Context: an optimization exercise on an open-source flow, tuned for small area. The choices shown serve that exercise and are no tape-out recipe. The RTL was checked by simulation tests, not by an equivalence proof against the original design. The clock port is modelled as an ideal driver; clocking choices that lean on that would not hold on a real chip. Power figures rest on the tool's default switching activity, not on a simulated workload.

==> run a <==
==> flow/design.v (excerpt) <==
module Finale
	(	CLOCK_50,
		resetn,
		SW_colour,
		ps2_key_data,
		ps2_key_pressed,
		vga_x,
		vga_y,
		vga_colour,
		vga_plot,
		HEX0, HEX1, HEX2, HEX3, HEX4, HEX5
	);
==> flow/config.mk <==
export PLATFORM = sky130hd
export DESIGN_NAME = Finale
export DESIGN_NICKNAME = Finale
export VERILOG_FILES = /design/flow/design.v
export SDC_FILE = /design/flow/constraint.sdc
export NUM_CORES = 4
export LEC_CHECK = 0
export ABC_AREA = 1
export CAP_MARGIN = 20
export CORE_MARGIN = 2
export CORE_UTILIZATION = 40
export CTS_BUF_LIST = sky130_fd_sc_hd__clkbuf_8
export CTS_CLUSTER_DIAMETER = 100
export CTS_CLUSTER_SIZE = 30
export SLEW_MARGIN = 20
==> flow/constraint.sdc <==
create_clock -name core_clock -period 12.0 [get_ports {CLOCK_50}]
set_input_delay 2.4000 -clock core_clock [delete_from_list [all_inputs] [get_ports {CLOCK_50}]]
set_output_delay 2.4000 -clock core_clock [all_outputs]
set_load 0.01 [all_outputs]
standard.sh (not shown) runs the stock make flow with config.mk's settings and CLKGATE_MAP_FILE= SYNTH_SCRIPT=/design/flow/synth_recipe.tcl, a recipe that flattens the netlist after the stock synthesis.
==> flow/flow/run.sh <==
#!/bin/bash
# Layout flow: the standard synthesis, then an area-oriented re-mapping of the
# combinational logic (registers kept as they are, by name and cell), a check that the
# re-mapped netlist is equivalent to the standard one, then the standard layout.
set -euo pipefail
W=$(pwd)
R=$W/orfs/results/$FLOW_PLATFORM/Finale/base
LIB=$FLOW_HOME/platforms/$FLOW_PLATFORM/lib/sky130_fd_sc_hd__tt_025C_1v80.lib
YOSYS=$(command -v yosys || echo $FLOW_HOME/../tools/install/yosys/bin/yosys)

bash standard.sh synth > $W/flow_synth.log 2>&1

cp $R/1_2_yosys.v $W/std_netlist.v
sed -e "s#@LIB@#$LIB#g" -e "s#@IN@#$W/std_netlist.v#g" -e "s#@OUT@#$W/resyn_netlist.v#g" \
    -e "s#@SCRIPT@#$W/flow/resyn.abc#g" $W/flow/resyn.ys > $W/resyn.ys
sed -e "s#@LIB@#$LIB#g" -e "s#@GOLD@#$W/std_netlist.v#g" -e "s#@GATE@#$W/resyn_netlist.v#g" \
    $W/flow/equiv.ys > $W/equiv.ys
if $YOSYS -s $W/resyn.ys > $W/flow_resyn.log 2>&1 && $YOSYS -s $W/equiv.ys > $W/flow_equiv.log 2>&1; then
    cp $W/resyn_netlist.v $R/1_2_yosys.v
    echo "using the re-mapped netlist" > $W/flow_choice.log
else
    echo "re-mapping failed or not proven equivalent: using the standard netlist" > $W/flow_choice.log
fi
rm -f $R/1_synth.odb $R/1_synth.sdc
touch $R/1_2_yosys.v $R/1_2_yosys.sdc

# clock tree options (without dummy loads), read from flow/cts_args.txt
CTS_ARGS=$(cat $W/flow/cts_args.txt)
export CTS_ARGS
BUFFER_PORTS_ARGS="-buffer_cell sky130_fd_sc_hd__buf_1" bash standard.sh finish > $W/flow_layout.log 2>&1
==> flow/flow/cts_args.txt <==
-sink_clustering_enable -repair_clock_nets -sink_clustering_size 40 -sink_clustering_max_diameter 150 -buf_list sky130_fd_sc_hd__clkbuf_16 -dont_use_dummy_load
==> flow/flow/resyn.abc <==
strash
&get -n
&st
&dch -f
&nf -R 1000
&put
mfs2 -W 6
strash
&get -n
&dch -f
&nf -R 1000
&put
mfs2 -W 6
strash
&get -n
&dch -f
&nf -R 1000
&put
Other scripts of this flow, unchanged in this note and not shown: flow/flow/equiv.ys, flow/flow/resyn.ys
==> run b: changes against run a <==
--- a/flow/flow/run.sh
+++ b/flow/flow/run.sh
@@ -27,4 +27,5 @@
 # clock tree options (without dummy loads), read from flow/cts_args.txt
 CTS_ARGS=$(cat $W/flow/cts_args.txt)
 export CTS_ARGS
+export PRE_CTS_TCL=$W/flow/pre_cts.tcl
 BUFFER_PORTS_ARGS="-buffer_cell sky130_fd_sc_hd__buf_1" bash standard.sh finish > $W/flow_layout.log 2>&1
==> flow/flow/cts_args.txt (replaced) <==
-sink_clustering_enable -repair_clock_nets -sink_clustering_size 16 -sink_clustering_max_diameter 60 -buf_list sky130_fd_sc_hd__clkbuf_8 -dont_use_dummy_load
==> flow/flow/pre_cts.tcl (new file) <==
set_max_fanout 40 [current_design]
==> flow/flow/resyn.abc (replaced) <==
strash
&get -n
&deepsyn -T 120
&put
strash
&get -n
&dch -f
&nf -R 1000
&put
mfs2 -W 6
strash
&get -n
&dch -f
&nf -R 1000
&put
==> run c: changes against run a <==
==> flow/flow/cts_args.txt (replaced) <==
-sink_clustering_enable -repair_clock_nets -sink_clustering_size 16 -sink_clustering_max_diameter 60 -buf_list sky130_fd_sc_hd__clkbuf_8 -dont_use_dummy_load
==> metrics.md <==
| Metric | Value |
|---|---|
| Register share of the cell area | 35.0% |
| R2R cell count | 11 |
| 1st-pass router iterations | 7 |
| Met3 Use GR | around 5.7% |
| GR Layer Usage met1 | between 30% and 40% |
| Cell family with most CP delay | simple AND/OR/NAND/NOR gates |
| Clock skew | 0.0394 ns |
| M1 wire length | ~12000 µm |
| Status | finished clean |
| Flop2flop setup slack | 6.17 ns |
That was run b.
==> metrics.md <==
| Metric | Value |
|---|---|
| Met3 Use GR | ~6.3% |
| Register share of the cell area | 34.4% |
| Flop2flop setup slack | 6.58 ns |
| Top reg by flops | dead |
| Most Crowded Layer GR | met2 |
| GR Layer Usage met1 | 37.0% |
| M1 wire length | 13400 µm |
| 1st-pass router iterations | 5 |
| Clock skew | 0.0576 ns |
| Status | finished clean |
| Cell area after layout | 9280 µm² |
| R2R cell count | 18 |
| Cell family with most CP delay | compound AO/OA/AOI/OAI gates |
That was run c.
==> metrics.md <==
| Metric | Value |
|---|---|
| Status | finished clean |
| 1st-pass router iterations | 8 |
| Flop2flop setup slack | between 6 and 7 ns |
| R2R cell count | 18 |
| Clock skew | around 0.035 ns |
| Register share of the cell area | 33.7% |
| Worst hold-check path type | flip-flop to flip-flop |
| Max reg flops | 57 |
| GR Layer Usage met1 | a little under two fifths |
| Met3 Use GR | 6.44% |
| Commonest non-fill, non-tap cell in the layout | nor2_1 |
| Cell family with most CP delay | compound AO/OA/AOI/OAI gates |
That was run a.


==> build 79: inputs <==
Another version of the RTL of Finale (not shown whole).
// Finale
module Finale
	(	CLOCK_50,
		resetn,
		SW_colour,
		ps2_key_data,
		ps2_key_pressed,
		vga_x,
		vga_y,
		vga_colour,
		vga_plot,
		HEX0, HEX1, HEX2, HEX3, HEX4, HEX5
	);
	input			CLOCK_50;
	input			resetn;
	input	[2:0]	SW_colour;
	input	[7:0]	ps2_key_data;
	input			ps2_key_pressed;
	output	[7:0]	vga_x;
	output	[6:0]	vga_y;
	output	[2:0]	vga_colour;
	output			vga_plot;
	output [6:0]HEX0, HEX1, HEX2, HEX3, HEX4, HEX5;
	localparam [121:0] QINIT = 122'b11010010110001011000111101001010011101001000100011010010010101100010110110000001110011010110001001001110110001000101110011;
	localparam [4:0]
		S_START    = 5'd0,
		S_UNSTART  = 5'd1,
		S_PROGPOS  = 5'd2,
		S_PROGDRAW = 5'd3,
		S_CLEAR    = 5'd4,
		S_BOXPOS   = 5'd5,
		S_DRAW     = 5'd6,
		S_WAIT     = 5'd7,
		S_UNWAIT   = 5'd8,
		S_CHECK    = 5'd9,
		S_DONECHK  = 5'd10,
		S_GAMEOVER = 5'd11,
		S_TC1      = 5'd12,
		S_GREEN    = 5'd13,
		S_ANIM     = 5'd14,
		S_SEGPOS   = 5'd15,
		S_SEGDRAW  = 5'd16,
		S_STOP1    = 5'd17,
		S_KEYWAIT  = 5'd18,
		S_INCPOS   = 5'd19,
		S_TC2      = 5'd20,
		S_DRAWRED  = 5'd21,
		S_STOP     = 5'd22,
		S_RANDOM   = 5'd23,
		S_UNSTOP   = 5'd24,
		S_CLEARRED = 5'd25,
		S_SHIFT1   = 5'd26,
		S_SHIFT2   = 5'd27;
	reg [2:0] kc;
	reg gamemode;
	wire gm = gamemode;
	reg [2:0] kin;
	always @(*) begin
		case (ps2_key_data)
			8'h15: kin = 3'd0;
			8'h1d: kin = 3'd1;
  ...
export LEC_CHECK = 0
export ABC_AREA = 1
export CAP_MARGIN = 0
export CORE_MARGIN = 2
export CORE_UTILIZATION = 40
export CTS_BUF_LIST = sky130_fd_sc_hd__clkbuf_8
export CTS_CLUSTER_DIAMETER = 60
export CTS_CLUSTER_SIZE = 16
export SLEW_MARGIN = 0
create_clock -name core_clock -period 12.0 [get_ports {CLOCK_50}]
run.sh (not shown) runs the stock make flow with config.mk's settings and CLKGATE_MAP_FILE= SYNTH_SCRIPT=/design/flow/synth_recipe.tcl, a recipe that flattens the netlist after the stock synthesis.
Stock flow here: none of the scripts above is used.
==> build 2 (differences from build 79) <==
--- a/flow/design.v
+++ b/flow/design.v
@@ -82,70 +82,28 @@
 	wire k06 = (kc == 3'd5);
 	wire k12 = (kc == 3'd6);
 	reg [4:0] st;
 	reg [4:0] sd;			 
 	wire [2:0] ss = sd[2:0];
 	wire [1:0] dd = sd[4:3];
 	wire [1:0] bb = sd[1:0];
 	reg [14:0] cnt;
-	reg fc;					 
+	reg [121:0] queue;
 	reg [11:0] tmr;
 	reg [11:0] score;
-	reg [5:0] ry;			 
-	reg [1:0] tcol;			 
-	reg [1:0] lk;			 
+	reg [14:0] divq;
+	reg [7:0] xr;
+	reg [6:0] yr;
+	reg [5:0] pp;
 	reg donebox, doneseg, doneprog, donecheck, correct;
 	wire st_stop = (st == S_STOP);
 	wire restart0 = st_stop & ~gm;
 	wire restart1 = (st == S_STOP1);
 	wire rst_r = ~resetn | restart0;
-	wire shift_en = (st == S_SHIFT1) | (st == S_SHIFT2);
-	wire rnd = (st == S_RANDOM) | (st == S_UNSTOP);
-	wire qop = shift_en | rnd;
-	wire qkill = shift_en & ~gm & ~rst_r;
-	reg [121:0] dead;
-	reg [6:0] p8;
-	reg [7:0] W;
-	wire [7:0] plo;
-	wire [15:0] phi;
-	wire [15:0] khi;
-	genvar g;
-	generate
-		for (g = 0; g < 8; g = g + 1) begin : glo
-			assign plo[g] = (p8[2:0] == g);
-		end
-		for (g = 0; g < 16; g = g + 1) begin : ghi
-			assign phi[g] = (p8[6:3] == g);
-			assign khi[g] = phi[g] & qkill;
-		end
-	endgenerate
-	wire [121:0] E = QINIT & ~dead;
-	reg enew;
-	integer j, k;
-	always @(*) begin
-		enew = 1'b0;
-		for (j = 0; j < 122; j = j + 1)
-			if (QINIT[j]) enew = enew | (E[j] & phi[j >> 3] & plo[j & 7]);
-	end
-	always @(posedge CLOCK_50) begin
-		if (rst_r) begin
-			p8 <= 7'd8;
-			W <= QINIT[7:0];
-		end else if (qop) begin
-			p8 <= (p8 == 7'd121) ? 7'd0 : p8 + 7'd1;
-			W <= {enew, W[7:1]};
-		end
-		for (j = 0; j < 122; j = j + 1)
-			if (QINIT[j]) begin
-				k = (j + 8) % 122;
-				dead[j] <= (~rst_r & dead[j]) | (khi[k >> 3] & plo[k & 7]);
-			end
-	end
-	wire qzero = (E == 122'd0);
 	wire c990 = &{cnt[9:6], cnt[4:0]};
 	wire c350 = &{cnt[8], cnt[6], cnt[4:0]};
 	wire c672 = &{cnt[9], cnt[7], cnt[5], cnt[0]};
 	wire c15487 = &{cnt[13:10], cnt[7]};
 	wire c30880 = &{cnt[14:11], cnt[7], cnt[5], cnt[0]};
 	wire c255 = cnt[8];
 	reg [3:0] dig;
 	always @(*) begin
@@ -165,16 +123,17 @@
 			3'd4: seg_on = (dig == 0 || dig == 2 || dig == 6 || dig == 8);
 			3'd5: seg_on = (dig == 0 || dig == 4 || dig == 5 || dig == 6 || dig == 8 || dig == 9);
 			default: seg_on = (dig == 2 || dig == 3 || dig == 4 || dig == 5 || dig == 6 || dig == 8 || dig == 9);
 		endcase
 	end
 	wire last_seg = (ss == 3'd6);
 	wire last_dig = (dd == 2'd2);
 	wire [4:0] sd_next = last_seg ? {dd + 2'd1, 3'd0} : {dd, ss + 3'd1};
+	wire tmr_zero = (tmr == 12'd0);
 	reg [4:0] nst;
 	reg [4:0] nsd;
 	always @(*) begin
 		nst = st;
 		nsd = sd;
 		case (st)
 			S_START:    if (ps2_key_pressed) nst = S_UNSTART;
 			S_UNSTART:  if (!ps2_key_pressed) nst = S_PROGPOS;
@@ -185,17 +144,17 @@
 			S_DRAW:     if (c990) begin
 							if (bb == 2'd3) nst = S_WAIT;
 							else begin nst = S_BOXPOS; nsd = {sd[4:2], bb + 2'd1}; end
 						end
 			S_WAIT:     if (ps2_key_pressed) nst = S_UNWAIT;
 			S_UNWAIT:   if (!ps2_key_pressed) nst = S_CHECK;
 			S_CHECK:    if (donecheck) nst = S_DONECHK;
 			S_DONECHK:  nst = !correct ? S_INCPOS : (gm ? S_TC1 : S_GAMEOVER);
-			S_GAMEOVER: nst = qzero ? S_GREEN : S_KEYWAIT;
+			S_GAMEOVER: nst = (queue == 122'd0) ? S_GREEN : S_KEYWAIT;
 			S_TC1:      nst = tmr_zero ? S_GREEN : S_KEYWAIT;
 			S_GREEN:    if (c15487) begin nst = S_ANIM; nsd = 5'd0; end
 			S_ANIM:     if (c255) nst = S_SEGPOS;
 			S_SEGPOS:   if (doneseg) begin
 							if (seg_on) nst = S_SEGDRAW;
 							else if (!last_seg) nsd = sd_next;
 							else if (!last_dig) begin nst = S_ANIM; nsd = sd_next; end
 							else nst = gm ? S_STOP1 : S_STOP;
@@ -213,76 +172,55 @@
 			S_RANDOM:   if (k12) nst = S_UNSTOP;
 			S_UNSTOP:   if (!ps2_key_pressed) nst = S_CLEARRED;
 			S_CLEARRED: if (c30880) nst = S_CLEAR;
 			S_SHIFT1:   nst = S_SHIFT2;
 			S_SHIFT2:   nst = S_START;
 			default:    nst = S_START;
 		endcase
 	end
-	wire stay = (nst == st);
 	always @(posedge CLOCK_50) begin
 		if (!resetn)
 			st <= S_START;
 		else
 			st <= nst;
 		sd <= nsd;
-		cnt <= stay ? cnt + 15'd1 : 15'd0;
-		fc <= ~stay;
+		cnt <= (nst == st) ? cnt + 15'd1 : 15'd0;
+	end
+	wire shift_en = (st == S_SHIFT1) | (st == S_SHIFT2);
+	wire rnd = (st == S_RANDOM) | (st == S_UNSTOP);
+	always @(posedge CLOCK_50) begin
+		if (rst_r)
+			queue <= QINIT;
+		else if (shift_en | rnd)
+			queue <= {(gm | ~shift_en) & queue[0], queue[121:1]};
 	end
 	wire boxpos = (st == S_BOXPOS) | (st == S_INCPOS);
 	wire [1:0] bsel = (st == S_INCPOS) ? 2'd0 : bb;
-	reg [1:0] wcol;
+	reg [1:0] tcol;
 	always @(*) begin
 		case (bsel)
-			2'd0: wcol = W[1:0];
-			2'd1: wcol = W[3:2];
-			2'd2: wcol = W[5:4];
-			default: wcol = W[7:6];
+			2'd0: tcol = queue[1:0];
+			2'd1: tcol = queue[3:2];
+			2'd2: tcol = queue[5:4];
+			default: tcol = queue[7:6];
 		endcase
 	end
-	always @(posedge CLOCK_50) begin
-		if (rst_r) begin
-			ry <= 6'd60;
-			lk <= 2'd0;
-			donebox <= 1'b0;
-			doneseg <= 1'b0;
-			doneprog <= 1'b0;
-		end
-		else begin
-			if (boxpos) begin
-				tcol <= wcol;
-				donebox <= 1'b1;
-			end
-			if (st == S_SEGPOS)
-				doneseg <= 1'b1;
-			if (st == S_PROGPOS) begin
-				ry <= ry - 6'd1;
-				doneprog <= 1'b1;
-			end
-			if (st == S_PROGPOS)
-				lk <= 2'd0;
-			else if (st == S_DRAWRED)
-				lk <= 2'd1;
-			else if (st == S_SEGDRAW || st == S_SEGPOS)
-				lk <= 2'd2;
-		end
-	end
 	reg [7:0] tilex;
 	always @(*) begin
 		case (tcol)
 			2'd0: tilex = 8'd18;
 			2'd1: tilex = 8'd49;
 			2'd2: tilex = 8'd81;
 			default: tilex = 8'd112;
 		endcase
 	end
 	reg [6:0] tiley;
 	always @(*) begin
-		case (bb)
+		case (bsel)
 			2'd0: tiley = 7'd89;
 			2'd1: tiley = 7'd59;
 			2'd2: tiley = 7'd29;
 			default: tiley = 7'd0;
 		endcase
 	end
 	reg [7:0] segx;
 	reg [6:0] segy;
@@ -297,25 +235,51 @@
 			default: begin segx = 8'd25; segy = 7'd55; end
 		endcase
 		case (dd)
 			2'd0: segx = segx;
 			2'd1: segx = segx + 8'd40;
 			default: segx = segx + 8'd80;
 		endcase
 	end
-	wire [7:0] lx = (lk == 2'd1) ? tilex : (lk == 2'd2) ? 8'd105 : 8'd0;
-	wire [6:0] ly = (lk == 2'd1) ? 7'd89 : (lk == 2'd2) ? 7'd55 : 7'd0;
+	always @(posedge CLOCK_50) begin
+		if (rst_r) begin
+			xr <= 8'd0;
+			yr <= 7'd0;
+			pp <= 6'd0;
+			donebox <= 1'b0;
+			doneseg <= 1'b0;
+			doneprog <= 1'b0;
+		end
+		else if (boxpos) begin
+			xr <= tilex;
+			yr <= tiley;
+			donebox <= 1'b1;
+		end
+		else if (st == S_SEGPOS) begin
+			xr <= segx;
+			yr <= segy;
+			doneseg <= 1'b1;
+		end
+		else if (st == S_PROGPOS) begin
+			xr <= 8'd0;
+			yr <= 7'd119 - {pp, 1'b0};
+			pp <= pp + 6'd1;
+			doneprog <= 1'b1;
+		end
+		else if (st == S_CLEAR || st == S_GREEN)
+			xr <= 8'd17;
+	end
 	always @(posedge CLOCK_50) begin
 		if (rst_r) begin
 			correct <= 1'b0;
 			donecheck <= 1'b0;
 		end
 		else if (st == S_CHECK) begin
-			correct <= ~kc[2] & (kc[1:0] == W[1:0]);
+			correct <= ~kc[2] & (kc[1:0] == queue[1:0]);
 			donecheck <= 1'b1;
 		end
 	end
 	always @(posedge CLOCK_50) begin
 		if (!resetn || restart1 || k06 || k05)
 			score <= 12'd0;
 		else if (st == S_SHIFT2 && gm)
 			score <= score + 12'd1;
@@ -326,109 +290,92 @@
 				score[7:4] <= 4'd0;
 				score[11:8] <= score[11:8] + 4'd1;
 				if (score[11:8] == 4'd9) begin
 					score <= 12'h999;
 				end
 			end
 		end
 	end
-	localparam [14:0] LF_T = 15'h3ab4, LF_R0 = 15'h4fb0, LF_R1 = 15'h5a5a;
-	reg [14:0] lf;
-	wire tick = (lf == LF_T);
+	wire tick = (divq == 15'd0);
 	always @(posedge CLOCK_50) begin
 		if (!resetn)
-			lf <= LF_T;
+			divq <= 15'd0;
 		else if (tick)
-			lf <= gm ? LF_R1 : LF_R0;
+			divq <= gm ? 15'd23999 : 15'd2047;
 		else
-			lf <= {lf[13:0], lf[14] ^ lf[13]};
+			divq <= divq - 15'd1;
 	end
 	reg timer_en;
 	always @(*) begin
 		case (st)
 			S_START, S_UNSTART, S_RANDOM: timer_en = gm;
 			S_GREEN, S_ANIM, S_SEGPOS, S_SEGDRAW, S_STOP1, S_UNSTOP: timer_en = 1'b0;
 			default: timer_en = 1'b1;
 		endcase
 	end
-	wire [3:0] t0 = tmr[3:0], t1 = tmr[7:4], t2 = tmr[11:8];
-	wire z0 = (t0 == 4'd0), z1 = (t1 == 4'd0), z2 = (t2 == 4'd0);
-	wire tmr_zero = z0 & z1 & z2;
 	always @(posedge CLOCK_50) begin
 		if (!resetn)
 			tmr <= 12'd0;
 		else if (k06 || (restart1 && gm))
 			tmr <= 12'h030;
 		else if (tick && timer_en) begin
-			if (!tmr_zero) begin
-				tmr[3:0] <= z0 ? 4'd9 : t0 - 4'd1;
-				if (z0) begin
-					tmr[7:4] <= z1 ? 4'd9 : t1 - 4'd1;
-					if (z1) tmr[11:8] <= t2 - 4'd1;
-				end
+			if (tmr[3:0] != 4'd0)
+				tmr[3:0] <= tmr[3:0] - 4'd1;
+			else if (tmr[7:4] != 4'd0) begin
+				tmr[3:0] <= 4'd9;
+				tmr[7:4] <= tmr[7:4] - 4'd1;
 			end
+			else if (tmr[11:8] != 4'd0) begin
+				tmr[3:0] <= 4'd9;
+				tmr[7:4] <= 4'd9;
+				tmr[11:8] <= tmr[11:8] - 4'd1;
+			end
+			else
+				tmr <= 12'd0;
 		end
 		else if (restart0)
 			tmr <= 12'h999;
 	end
-	wire draw_box = (st == S_DRAW);
-	wire draw_red = (st == S_DRAWRED);
+	wire draw_box = (st == S_DRAW) | (st == S_DRAWRED);
 	wire segdraw = (st == S_SEGDRAW);
 	wire vert = (ss == 3'd1) | (ss == 3'd2) | (ss == 3'd4) | (ss == 3'd5);
 	wire progdraw = (st == S_PROGDRAW);
 	wire clr = (st == S_CLEAR) | (st == S_GREEN);
 	wire clrred = (st == S_CLEARRED);
 	reg [7:0] ax;
 	reg [6:0] ay;
-	reg [7:0] bx;
-	reg [6:0] by;
+	reg usexy;
 	always @(*) begin
-		ax = 8'd0; ay = 7'd0; bx = 8'd0; by = 7'd0;
-		if (draw_box || draw_red || (segdraw && !vert)) begin
+		ax = 8'd0; ay = 7'd0; usexy = 1'b1;
+		if (draw_box || (segdraw && !vert)) begin
 			ax = {3'b0, cnt[4:0]}; ay = {2'b0, cnt[9:5]};
 		end
 		else if (segdraw) begin
 			ax = {3'b0, cnt[9:5]}; ay = {2'b0, cnt[4:0]};
 		end
 		else if (progdraw || clrred) begin
 			ax = cnt[7:0]; ay = cnt[14:8];
 		end
 		else if (clr) begin
-			ax = {1'b0, cnt[6:0]}; ay = cnt[13:7];
-		end
-		if (draw_box) begin
-			bx = tilex; by = tiley;
-		end
-		else if (draw_red) begin
-			bx = tilex; by = 7'd89;
-		end
-		else if (segdraw) begin
-			bx = segx; by = segy;
-		end
-		else if (progdraw) begin
-			bx = 8'd0; by = {ry, 1'b1};
-		end
-		else if (clrred) begin
-			bx = lx; by = ly;
-		end
-		else if (clr) begin
-			bx = !fc ? 8'd17 : (st == S_GREEN) ? tilex : lx;
-		end
-		if (!resetn) begin
-			ax = 8'd0; ay = 7'd0; bx = 8'd0; by = 7'd0;
+			ax = {1'b0, cnt[6:0]}; ay = cnt[13:7]; usexy = 1'b0;
 		end
+		else usexy = 1'b0;
 	end
-	assign vga_x = bx + ax;
-	assign vga_y = by + ay;
-	wire drawing = draw_box | draw_red | segdraw | progdraw | clrred | clr;
+	wire drawing = draw_box | segdraw | progdraw | clrred | clr;
+	wire [7:0] bx = (drawing && resetn) ? xr : 8'd0;
+	wire [6:0] by = (usexy && resetn) ? yr : 7'd0;
+	wire [7:0] ax2 = resetn ? ax : 8'd0;
+	wire [6:0] ay2 = resetn ? ay : 7'd0;
+	assign vga_x = bx + ax2;
+	assign vga_y = by + ay2;
 	assign vga_plot = drawing;
 	wire cgreen = (progdraw & ~gm) | (st == S_GREEN);
-	wire cred = (progdraw & gm) | draw_red | clrred;
-	assign vga_colour = cgreen ? 3'b010 : clr ? 3'b111 : cred ? 3'b100 : (draw_box | draw_red | segdraw) ? SW_colour : 3'b000;
+	wire cred = (progdraw & gm) | (st == S_DRAWRED) | clrred;
+	assign vga_colour = cgreen ? 3'b010 : clr ? 3'b111 : cred ? 3'b100 : (draw_box | segdraw) ? SW_colour : 3'b000;
 	seg7 display0(tmr[3:0], HEX0);
 	seg7 display1(tmr[7:4], HEX1);
 	seg7 display2(tmr[11:8], HEX2);
 	seg7 display3(score[3:0], HEX3);
 	seg7 display4(score[7:4], HEX4);
 	seg7 display5(score[11:8], HEX5);
 endmodule
 module seg7(input [3:0]C, output [6:0]HEX);
==> flow/config.mk (replaced) <==
export PLATFORM = sky130hd
export DESIGN_NAME = Finale
export DESIGN_NICKNAME = Finale
export VERILOG_FILES = /design/flow/design.v
export SDC_FILE = /design/flow/constraint.sdc
export NUM_CORES = 4
export LEC_CHECK = 0
export ABC_AREA = 1
export CAP_MARGIN = 20
export CORE_MARGIN = 2
export CORE_UTILIZATION = 40
export SLEW_MARGIN = 20
==> build 19 (differences from build 79) <==
==> flow/config.mk (replaced) <==
export PLATFORM = sky130hd
export DESIGN_NAME = Finale
export DESIGN_NICKNAME = Finale
export VERILOG_FILES = /design/flow/design.v
export SDC_FILE = /design/flow/constraint.sdc
export NUM_CORES = 4
export LEC_CHECK = 0
export ABC_AREA = 1
export CAP_MARGIN = 20
export CORE_MARGIN = 2
export CORE_UTILIZATION = 40
export SLEW_MARGIN = 20
==> summary.txt <==
Portion of total power attributed to the clock network: build 79 39.1%; build 2 44.3%; build 19 46.2%
Via count of the first global-routing pass: build 79 10851; build 2 11570; build 19 10874
Worst slew slack as a fraction of its limit: build 79 27.4%; build 2 34.1%; build 19 23.3%
Clk sinks: build 79 156; build 2 215; build 19 156
CP Depth: build 79 14; build 2 15; build 19 14
Area share of the leading cell type in the synthesized netlist: build 79 27.2%; build 2 33.5%; build 19 27.2%
Reg2Reg Depth: build 79 13; build 2 12; build 19 13
Total core area: build 79 27000 µm²; build 2 30700 µm²; build 19 27000 µm²
Number of synthesis warnings: build 79 66; build 2 1; build 19 66
Cell at the root of the clock tree: build 79 sky130_fd_sc_hd__clkbuf_8; build 2 sky130_fd_sc_hd__clkbuf_16; build 19 sky130_fd_sc_hd__clkbuf_16
Worst setup slack before clock tree synthesis: build 79 3.53 ns; build 2 3.86 ns; build 19 3.53 ns
GR Util All Layers: build 79 24.3%; build 2 20.6%; build 19 24.3%
Worst-case setup margin in the final layout: build 79 3.48 ns; build 2 3.83 ns; build 19 3.47 ns
First-iteration detailed-routing DRC count: build 79 1223; build 2 992; build 19 1259
Maximum level of the CTS H-tree: build 79 4; build 2 1; build 19 4
Slowest cell delay on critical path: build 79 1.12 ns; build 2 0.58 ns; build 19 1.13 ns
Share of post-route cells with drive strength above 1: build 79 5.95%; build 2 6.24%; build 19 5.95%
Slew at the pin closest to its max-slew limit: build 79 1.08 ns; build 2 0.985 ns; build 19 1.14 ns
GR met1 Demand/Resource: build 79 33.7%; build 2 28.3%; build 19 33.3%
Synthesized-area fraction occupied by xor and xnor cells: build 79 1.92%; build 2 2.23%; build 19 1.92%
Power Combinational: build 79 0.110 mW; build 2 0.278 mW; build 19 0.111 mW
Instance count after placement with tap cells included: build 79 2090; build 2 2306; build 19 2090
Status: build 79 complete, no violations; build 2 complete, no violations; build 19 complete, no violations

==> re-timing with driven ports <==
Ports are ideal in the flow. The routed layouts listed here were re-timed in OpenROAD.
Step 1 (the two cells are an assumption about what drives the block):
set clk [get_ports {CLOCK_50}]
set_driving_cell -lib_cell sky130_fd_sc_hd__clkbuf_16 $clk
set_driving_cell -lib_cell sky130_fd_sc_hd__buf_2 [delete_from_list [all_inputs] $clk]
Step 2 adds t to the input delays and takes it off the output delays; t is the mean of the earliest and latest rising clock arrival at the registers after step 1. Input paths then give back, and output paths get back, about the clock's delay inside the block.
Slacks: no drivers / after step 1 / after step 2; pairs: no drivers / after step 1.
run	t, ns	slack for setup (ns)	hold WS [ns]
run a	0.467	4.483 / 4.434 / 4.900	0.439 / 0.439 / 0.439
run b	0.490	4.541 / 4.500 / 4.391	0.426 / 0.426 / 0.426
run c	0.489	4.452 / 4.409 / 4.898	0.440 / 0.440 / 0.440
build 79	0.518	3.477 / 3.452 / 3.452	0.461 / 0.461 / 0.461
build 2	0.580	3.830 / 3.804 / 3.804	0.435 / 0.435 / 0.435
build 19	0.482	3.472 / 3.447 / 3.447	0.458 / 0.458 / 0.458
After both steps every run listed still meets setup and hold. The setup slack of run b, which loses most, moves by -0.041 ns with the drivers and by -0.150 ns with both steps.
